Context: an optimization exercise on an open-source flow, tuned for small area. The choices shown serve that exercise and are no tape-out recipe. Function was checked by simulation only, so behaviour that the tests miss may differ from the original. No activity file was given, so power comes from the tool's default toggle rates.

==> flow/design.v, too long to show whole: its modules and the start of the top module <==
// module mul24: 1902 lines
// module mul_fa: 9 lines
// module mul_ha: 8 lines
// module finv_init_m: 1538 lines
// module fpu_exec: 146 lines
module fpu_exec (
    input wire clk,
    input wire [5:0] operation,
    input wire [31:0] x1,
    input wire [31:0] x2,
    input wire [31:0] in_data,
    output wire [31:0] y );
  // ...
==> flow/flow/run.sh <==
#!/bin/bash
# The standard layout (standard.sh: ORFS synthesis through finish, unchanged), except
# that each input and output port is buffered with sky130_fd_sc_hd__buf_1 instead of the
# default clkdlybuf4s50_1 delay cell. Every port still gets its own buffer.
set -euo pipefail
bash standard.sh "BUFFER_PORTS_ARGS=-buffer_cell sky130_fd_sc_hd__buf_1" finish > standard_finish.log 2>&1
test -s out/final.def
==> flow/standard.sh <==
#!/bin/bash
# synth_recipe.tcl (not shown) runs the flow's synth.tcl, then flattens the netlist and writes it again
# the make line also repeats each setting of config.mk as NAME=value (left out here)
make -C /OpenROAD-flow-scripts/flow DESIGN_CONFIG=/design/flow/config.mk WORK_HOME=/design/flow/orfs CLKGATE_MAP_FILE= SYNTH_SCRIPT=/design/flow/synth_recipe.tcl "${@:-finish}"
==> flow/config.mk <==
export PLATFORM = sky130hd
export DESIGN_NAME = fpu_exec
export DESIGN_NICKNAME = fpu_exec
export VERILOG_FILES = /design/flow/design.v
export SDC_FILE = /design/flow/constraint.sdc
export NUM_CORES = 4
export LEC_CHECK = 0
export ABC_AREA = 1
export CAP_MARGIN = 40
export CORE_MARGIN = 2
export CORE_UTILIZATION = 50
export SLEW_MARGIN = 40
export SYNTH_HIERARCHICAL = 1
==> flow/constraint.sdc <==
create_clock -name core_clock -period 13.0 [get_ports {clk}]
set_input_delay 2.6000 -clock core_clock [delete_from_list [all_inputs] [get_ports {clk}]]
set_output_delay 2.6000 -clock core_clock [all_outputs]
set_load 0.01 [all_outputs]
==> run summary, run 1 <==
initial antenna violation count 10; GRT Max-Usage Layer met2; status finished clean; final non-filler cell area 37,400 um2; Post-synth top flop dfxtp_1; IR drop worst, VDD 0.695 mV; kind of end point of the critical path register; Clock-cell share less than 1%; Sequential Power Share about 1.8%; Buffers on Ports about 130; Worst Hold Endpoint r_[25]; Crit path required time 13.21 ns; final cell count without fillers 6,703; Detailed Route WL 194,000 um; Hold Vio Cnt, Final 0; Synth Area in Compound Gates about 20%; CTS tree yes; clkbuf count 5; asr flop ratio synth 0%; n_diodes 5; post-synthesis mux area share 0.142%; kind of critical path in2reg; xor-xnor portion of the synthesized cell area a little under a tenth; met2 WL post-DR 77,700 um; post-synthesis register bit count 47
==> run 2, diff against run 1 <==
--- a/flow/config.mk
+++ b/flow/config.mk
@@ -6,8 +6,8 @@
 export NUM_CORES = 4
 export LEC_CHECK = 0
 export ABC_AREA = 1
-export CAP_MARGIN = 40
+export CAP_MARGIN = 20
 export CORE_MARGIN = 2
 export CORE_UTILIZATION = 50
-export SLEW_MARGIN = 40
+export SLEW_MARGIN = 20
 export SYNTH_HIERARCHICAL = 1
==> run summary, run 2 <==
Arr. time, crit path 12.76 ns (was 12.80 ns); fmax 0.0797 GHz (was 0.0794 GHz); Met3 Wirelength 29,500 um (was 29,700 um); Comb power frac 96.8% (was 96.7%); register area share after synthesis 2.66% (unchanged); placed insts 6,687 (was 6,688); hold crit path type in2reg (unchanged); crit-path max cell delay 0.44 ns (was 0.45 ns); Lkg Pwr 18.1 nW (about the same); largest area contributor in the netlist fa_1 (unchanged); area of the multi-input gates 30,400 um2 (was 30,500 um2); CTS sink cnt 47 (unchanged); DRC 0 (unchanged); min Tclk post-route 12.55 ns (was 12.59 ns); Die W 270 um (unchanged); vias in the first global route 42,100 (was 41,900); ANT nets after route 0 (unchanged); die area 72,800 um2 (unchanged); Post-synth top flop dfxtp_1 (unchanged); metal1 wirelength 68,700 um (was 68,400 um); asr flop ratio synth 0% (unchanged); clock buffer depth 2 (unchanged); status finished clean (unchanged); Detailed Route WL 194,000 um (about the same); WP buf/inv 1 (was 2); GRT Util Overall 51.7% (was 51.4%); Sequential Power Share 1.8% (about the same); largest register by flop count r_ (unchanged); Setup TNS 0 ns (unchanged); final cell count without fillers 6,702 (was 6,703); top layer in use met5 (unchanged); met2 WL post-DR 77,800 um (was 77,700 um); most used cell, CP fa_1 (unchanged); Largest regs r_ x32, ex_ x8 (unchanged); Initial Util 50.4% (unchanged); kind of critical path in2reg (unchanged); count leader, synth nand2_1 (unchanged); I/O pin total 135 (unchanged); Worst slew margin 24.6% (was 37.8%); largest fanout on the critical path 5 (unchanged); P_sw 0.00720 W (was 0.00716 W); number of max-cap violations 0 (unchanged); total power 0.0118 W (was 0.0117 W); CTS root buffer clkbuf_16 (unchanged); Post-Synthesis Cells 5,728 (unchanged); Ys Warns 7 (unchanged); number of buffers created by CTS 5 (unchanged); Placement Rows 97 (unchanged); most frequent cells in the layout nand2_1 (1,335), inv_1 (664), nand3_1 (512) (was nand2_1 (1,331), inv_1 (663), nand3_1 (512)); first-pass GRT wire length 281,000 um (was 279,000 um); WL per Instance 29.0 um (was 28.9 um); unique cell type count in the Yosys netlist 71 (unchanged); CTS tree yes (unchanged); clk slew on worst S/H paths 0.10 ns (about the same); kind of end point of the critical path register (unchanged); Core Util, Final 53.3% (was 53.4%); post-synthesis register bit count 47 (unchanged); Crit path required time 13.21 ns (about the same); largest net degree at the start of global routing 48 (unchanged); Post-synth EDFFs 0 (unchanged); cell family with most CP delay adder cells (unchanged); Worst-Margin Slew 1.13 ns (was 0.923 ns); final setup violation count 0 (unchanged); final slew viol count 0 (unchanged); gp weighted congestion 1.17 (unchanged); Overflow after GRT 0 (unchanged); Layout Nets 6,384 (was 6,386); layout cell share with drive strength beyond 1 6.46% (was 6.69%); Largest register FFs 32 (unchanged); RSZ-0062 raised after global routing false (unchanged); via count 44,900 (was 45,000); commonest non-fill, non-tap cell in the layout nand2_1 (unchanged); IR drop worst, VDD 0.789 mV (was 0.695 mV); hpwl dp 151,000 um (about the same); Fillers 7,372 (was 7,245); period utilization 96.5% (was 96.8%); internal power 0.00455 W (was 0.00449 W); top cell type's share of synthesized area 16.8% (unchanged); Initial DRT Pass Iterations 10 (was 8); mean area per synthesized cell 6.17 um2 (unchanged); CP Launch Type input port (unchanged); initial DRC count 7,916 (was 7,907); Synth top cells by count nand2_1 (1,335), inv_1 (664), nand3_1 (512) (unchanged); routed vias/inst 6.70 (was 6.71); Slowest-stage cell, CP fa_1 (unchanged); Pwr Density 315 nW/um2 (was 312 nW/um2); clock share of power 1.4% (about the same); core area 70,000 um2 (unchanged); initial antenna violation count 11 (was 10); Switching Share 61.3% (was 61.4%); Hold Vio Cnt, Final 0 (unchanged); Syn Std Cell Area 35,300 um2 (unchanged); Buffers on Ports 134 (unchanged); top post-synthesis cells by area fa_1 (17%), nand2_1 (14%), xor2_1 (8.6%) (unchanged); H-tree lvl count 2 (unchanged); Die Ht 270 um (unchanged); Area Growth Syn to Fin 5.66% (was 5.80%); sequential cell area 941 um2 (unchanged)
run 2: cell counts after synthesis:
No cell type changed its count.
run 2: per-module statistics from Yosys, one instance, submodules excluded:
module,copies in the design,flip-flops and latches,area [um2],cells
mul_ha,32,0,12.5,1
fpu_exec,1,47,17600,3330
mul24,1,0,6610,1046
mul_fa,274,0,20.0,1
finv_init_m,1,0,5190,1046
run 2: worst paths after layout:
kind                  start     end  slack, ns  cells after the start
worst min-delay path  x1[6]   r_[6]       2.72                      4
worst max-delay path  x2[0]  r_[23]       0.45                     38
run 2: per-stage QoR:
step / hold WS, ns / instance area (um2) / setup slack, ns
2_1_floorplan: 2.72 / 35300 / 0.445
5_1_grt: 2.74 / 37300 / 0.0417
3_3_place_gp: 3.05 / 37100 / -0.0409
4_1_cts: 2.72 / 37300 / 0.121
6_report: 2.72 / 37300 / 0.450
3_5_place_dp: 3.04 / 37100 / -0.175
run 2: cells by family after synthesis:
family,count (synthesis),synth area share [%]
xor+xnor,375,9.30
compound gates,1194,20.0
other cells,2,0.0213
mux,5,0.142
fa+ha+maj,526,24.9
flops,47,2.66
simple gates,2574,31.6
buf+inv,1005,11.4
run 2: cell type report:
cell class,count,area share [%]
diodes,6,0.0402
clock buffers,5,0.335
clock inverters,3,0.124
inverters,704,7.10
multi-input cells,4677,81.6
flip-flops and latches,47,2.52
well taps,940,3.15
repair buffers,320,5.14
run 2: what timing repair did:
action,in CTS,in global routing
hold buffers,0,0
gates resized for setup,0,13
endpoints found under the setup margin,0,18
setup buffers,0,1
run 2: power groups by stage:
stage	clock network, W	registers (W)	logic (W)
finish	0.000168	0.000212	0.0114
global route	0.000170	0.000211	0.0122
CTS	0.000165	0.000207	0.0107
detailed placement	0	0.000211	0.0107
global placement	0	0.000211	0.0105
floorplan	0	0.000181	0.00714
run 2: layer usage:
metal  vias to the layer above  track usage (%)
met3                      1021             18.4
met4                        10             36.4
li1                      19100                -
met5                         -             1.05
met2                      4020             74.9
met1                     20700             63.6
==> run 3, diff against run 2 <==
--- a/flow/config.mk
+++ b/flow/config.mk
@@ -6,8 +6,8 @@
 export NUM_CORES = 4
 export LEC_CHECK = 0
 export ABC_AREA = 1
-export CAP_MARGIN = 20
+export CAP_MARGIN = 40
 export CORE_MARGIN = 2
-export CORE_UTILIZATION = 50
-export SLEW_MARGIN = 20
+export CORE_UTILIZATION = 45
+export SLEW_MARGIN = 40
 export SYNTH_HIERARCHICAL = 1
==> run summary, run 3 <==
period utilization 96.8% (was 96.5%); Core Util, Final 48.8% (was 53.3%); commonest non-fill, non-tap cell in the layout nand2_1 (unchanged); Post-synth EDFFs 0 (unchanged); hold crit path type in2reg (unchanged); GRT Util Overall 48.3% (was 51.7%); I/O pin total 135 (unchanged); Placement Rows 102 (was 97); Synth top cells by count nand2_1 (1,335), inv_1 (664), nand3_1 (512) (unchanged); asr flop ratio synth 0% (unchanged); Lkg Pwr 18.3 nW (was 18.1 nW); die area 80,700 um2 (was 72,800 um2); final setup violation count 0 (unchanged); Die Ht 284 um (was 270 um); sequential cell area 941 um2 (unchanged); via count 44,700 (was 44,900); DRC 0 (unchanged); Final WS setup 0.420 ns (was 0.450 ns); Overflow after GRT 0 (unchanged); Post-Synthesis Cells 5,728 (unchanged); WL per Instance 29.3 um (was 29.0 um); first-pass GRT wire length 289,000 um (was 281,000 um); largest net degree at the start of global routing 70 (was 48); CTS tree yes (unchanged); kind of end point of the critical path register (unchanged); Layout Nets 6,421 (was 6,384); Hold Vio Cnt, Final 0 (unchanged); mean area per synthesized cell 6.17 um2 (unchanged); top cell type's share of synthesized area 16.8% (unchanged); area of the multi-input gates 30,500 um2 (was 30,400 um2); final slew viol count 0 (unchanged); Ys Warns 7 (unchanged); routed vias/inst 6.53 (was 6.70); Worst-Margin Slew 0.962 ns (was 1.13 ns); register area share after synthesis 2.66% (unchanged); Setup TNS 0 ns (unchanged); Setup Buffers After CTS 0 (unchanged); Syn Std Cell Area 35,300 um2 (unchanged); Largest register FFs 32 (unchanged); top post-synthesis cells by area fa_1 (17%), nand2_1 (14%), xor2_1 (8.6%) (unchanged); Placement Cell Area 37,500 um2 (was 37,100 um2); unique cell type count in the Yosys netlist 71 (unchanged); Crit path required time 13.20 ns (was 13.21 ns); Buffers on Ports 134 (unchanged); crit-path max cell delay 0.45 ns (was 0.44 ns); Initial DRT Pass Iterations 8 (was 10); most used cell, CP fa_1 (unchanged); Largest regs r_ x32, ex_ x8 (unchanged); number of buffers created by CTS 5 (unchanged); Slowest-stage cell, CP fa_1 (unchanged); Initial Util 45.5% (was 50.4%); IR drop worst, VDD 0.612 mV (was 0.789 mV); vias in the first global route 42,200 (was 42,100); largest area contributor in the netlist fa_1 (unchanged); fmax 0.0795 GHz (was 0.0797 GHz); kind of critical path in2reg (unchanged); CTS Hold Bufs 0 (unchanged); Pwr Density 307 nW/um2 (was 315 nW/um2); Area Growth Syn to Fin 7.15% (was 5.66%); CTS root buffer clkbuf_16 (unchanged); hpwl dp 157,000 um (was 151,000 um); CTS sink cnt 47 (unchanged); most frequent cells in the layout nand2_1 (1,332), inv_1 (661), nand3_1 (512) (was nand2_1 (1,335), inv_1 (664), nand3_1 (512)); Arr. time, crit path 12.78 ns (was 12.76 ns); count leader, synth nand2_1 (unchanged); ANT nets after route 0 (unchanged); Die W 284 um (was 270 um); RSZ-0062 raised after global routing false (unchanged); Detailed Route WL 201,000 um (was 194,000 um); status finished clean (unchanged); Post-synth top flop dfxtp_1 (unchanged); initial antenna violation count 6 (was 11); min Tclk post-route 12.58 ns (was 12.55 ns); H-tree lvl count 2 (unchanged); core area 77,600 um2 (was 70,000 um2); Fillers 8,404 (was 7,372); Worst slew margin 35.9% (was 24.6%); initial DRC count 7,174 (was 7,916); CP Launch Type input port (unchanged); layout cell share with drive strength beyond 1 7.53% (was 6.46%); final non-filler cell area 37,800 um2 (was 37,300 um2); dpl ws -0.394 ns (was -0.175 ns); largest fanout on the critical path 5 (unchanged); clock buffer depth 2 (unchanged); number of max-cap violations 0 (unchanged); post-synthesis register bit count 47 (unchanged); clk slew on worst S/H paths 0.09 ns (was 0.10 ns); gp weighted congestion 1.14 (was 1.17); WHS Path Cells 4 (unchanged); largest register by flop count r_ (unchanged)
==> run 3: cell counts after synthesis <==
No cell type changed its count.
==> run 3: path summary, 6_finish.rpt <==
path	startpoint	endpoint	slack (ns)
hold / removal	in_data[25]	r_[25]	2.68
setup / recovery	x2[1]	r_[20]	0.42
==> run 3: worst max-delay path, delay by kind of cell <==
kind / cells / cell delay [ns]
compound gates: 2 / 0.46
xor+xnor: 2 / 0.31
fa+ha+maj: 21 / 8.27
buf+inv: 4 / 0.39
simple gates: 7 / 0.71
==> run 3: what timing repair did <==
| item | CTS | global route |
|---|---|---|
| pin swaps | 0 | 2 |
| setup endpoints to repair | 8 | 23 |
| gates resized for setup | 1 | 18 |
==> run 3: stage by stage <==
step | cells | power (W) | hold WS (ns)
floorplan | 5729 | 0.00732 | 2.72
detailed placement | 6823 | 0.0109 | 2.99
finish | 6841 | 0.0116 | 2.68
global route | 6835 | 0.0126 | 2.71
CTS | 6831 | 0.0112 | 2.67
global placement | 6821 | 0.0107 | 3.00
==> run 3: power by group <==
group	total (W)	internal (W)	switching, W
clock network	0.000169	0.0000963	0.0000724
registers	0.000219	0.000166	0.0000532
logic	0.0112	0.00436	0.00688
total	0.0116	0.00462	0.00700
==> run 3: modules after synthesis (local to each module, per instance) <==
module / cells inside / times used / area (um2) / flip-flops and latches
fpu_exec: 3330 / 1 / 17600 / 47
mul_fa: 1 / 274 / 20.0 / 0
mul24: 1046 / 1 / 6610 / 0
mul_ha: 1 / 32 / 12.5 / 0
finv_init_m: 1046 / 1 / 5190 / 0
==> run 3: logic make-up after synthesis <==
| logic type | count (synthesis) | share of synthesized area [%] |
|---|---|---|
| buffers and inverters | 1005 | 11.4 |
| AOI/OAI and AO/OA | 1194 | 20.0 |
| other | 2 | 0.0213 |
| DFF | 47 | 2.66 |
| and+or+nand+nor | 2574 | 31.6 |
| muxes | 5 | 0.142 |
| adders and majority gates | 526 | 24.9 |
| xor gates and xnor gates | 375 | 9.30 |
==> run 3: metal layers <==
layer,share of wire [%],global-route usage (%),up-vias
li1,-,-,19200
met1,36,60.1,20900
met2,42,71.9,3658
met3,13,14.6,961
met4,8.8,32.2,2
met5,0.015,0,-
==> run 3: final cells by class <==
cell class              count  area share [%]
inverters                 704            7.00
clock buffers               6           0.367
repair buffers            357            5.90
clock inverters             2          0.0926
flip-flops and latches     47            2.49
diodes                      8          0.0529
well taps                1040            3.44
multi-input cells        4677            80.7

static timing again, ports no longer ideal:
The results above use ideal ports. As a check the final layouts listed here were re-extracted and re-timed, cells and wires unchanged. Step 1, drivers: a clkbuf_16 drives clk and a buf_2 each remaining input, both assumed. Step 2 adds t to the input delays and takes it off the output delays; t is the mean of the earliest and latest rising clock arrival at the registers after step 1. Input paths then give back, and output paths get back, about the clock's delay inside the block. Three values: ideal ports, drivers, drivers and shift; two values: the first two.
run	t, ns	slack for setup (ns)	worst setup path after step 2	clock arrival spread, ns
run 1	0.378	0.412 / 0.442 / 0.064	input to register	0.036 / 0.036
run 2	0.366	0.450 / 0.472 / 0.106	input to register	0.028 / 0.028
run 3	0.357	0.420 / 0.446 / 0.089	input to register	0.015 / 0.014
After both steps every run listed still meets setup and hold. The setup slack of run 1, which loses most, moves by +0.030 ns with the drivers and by -0.348 ns with both steps.
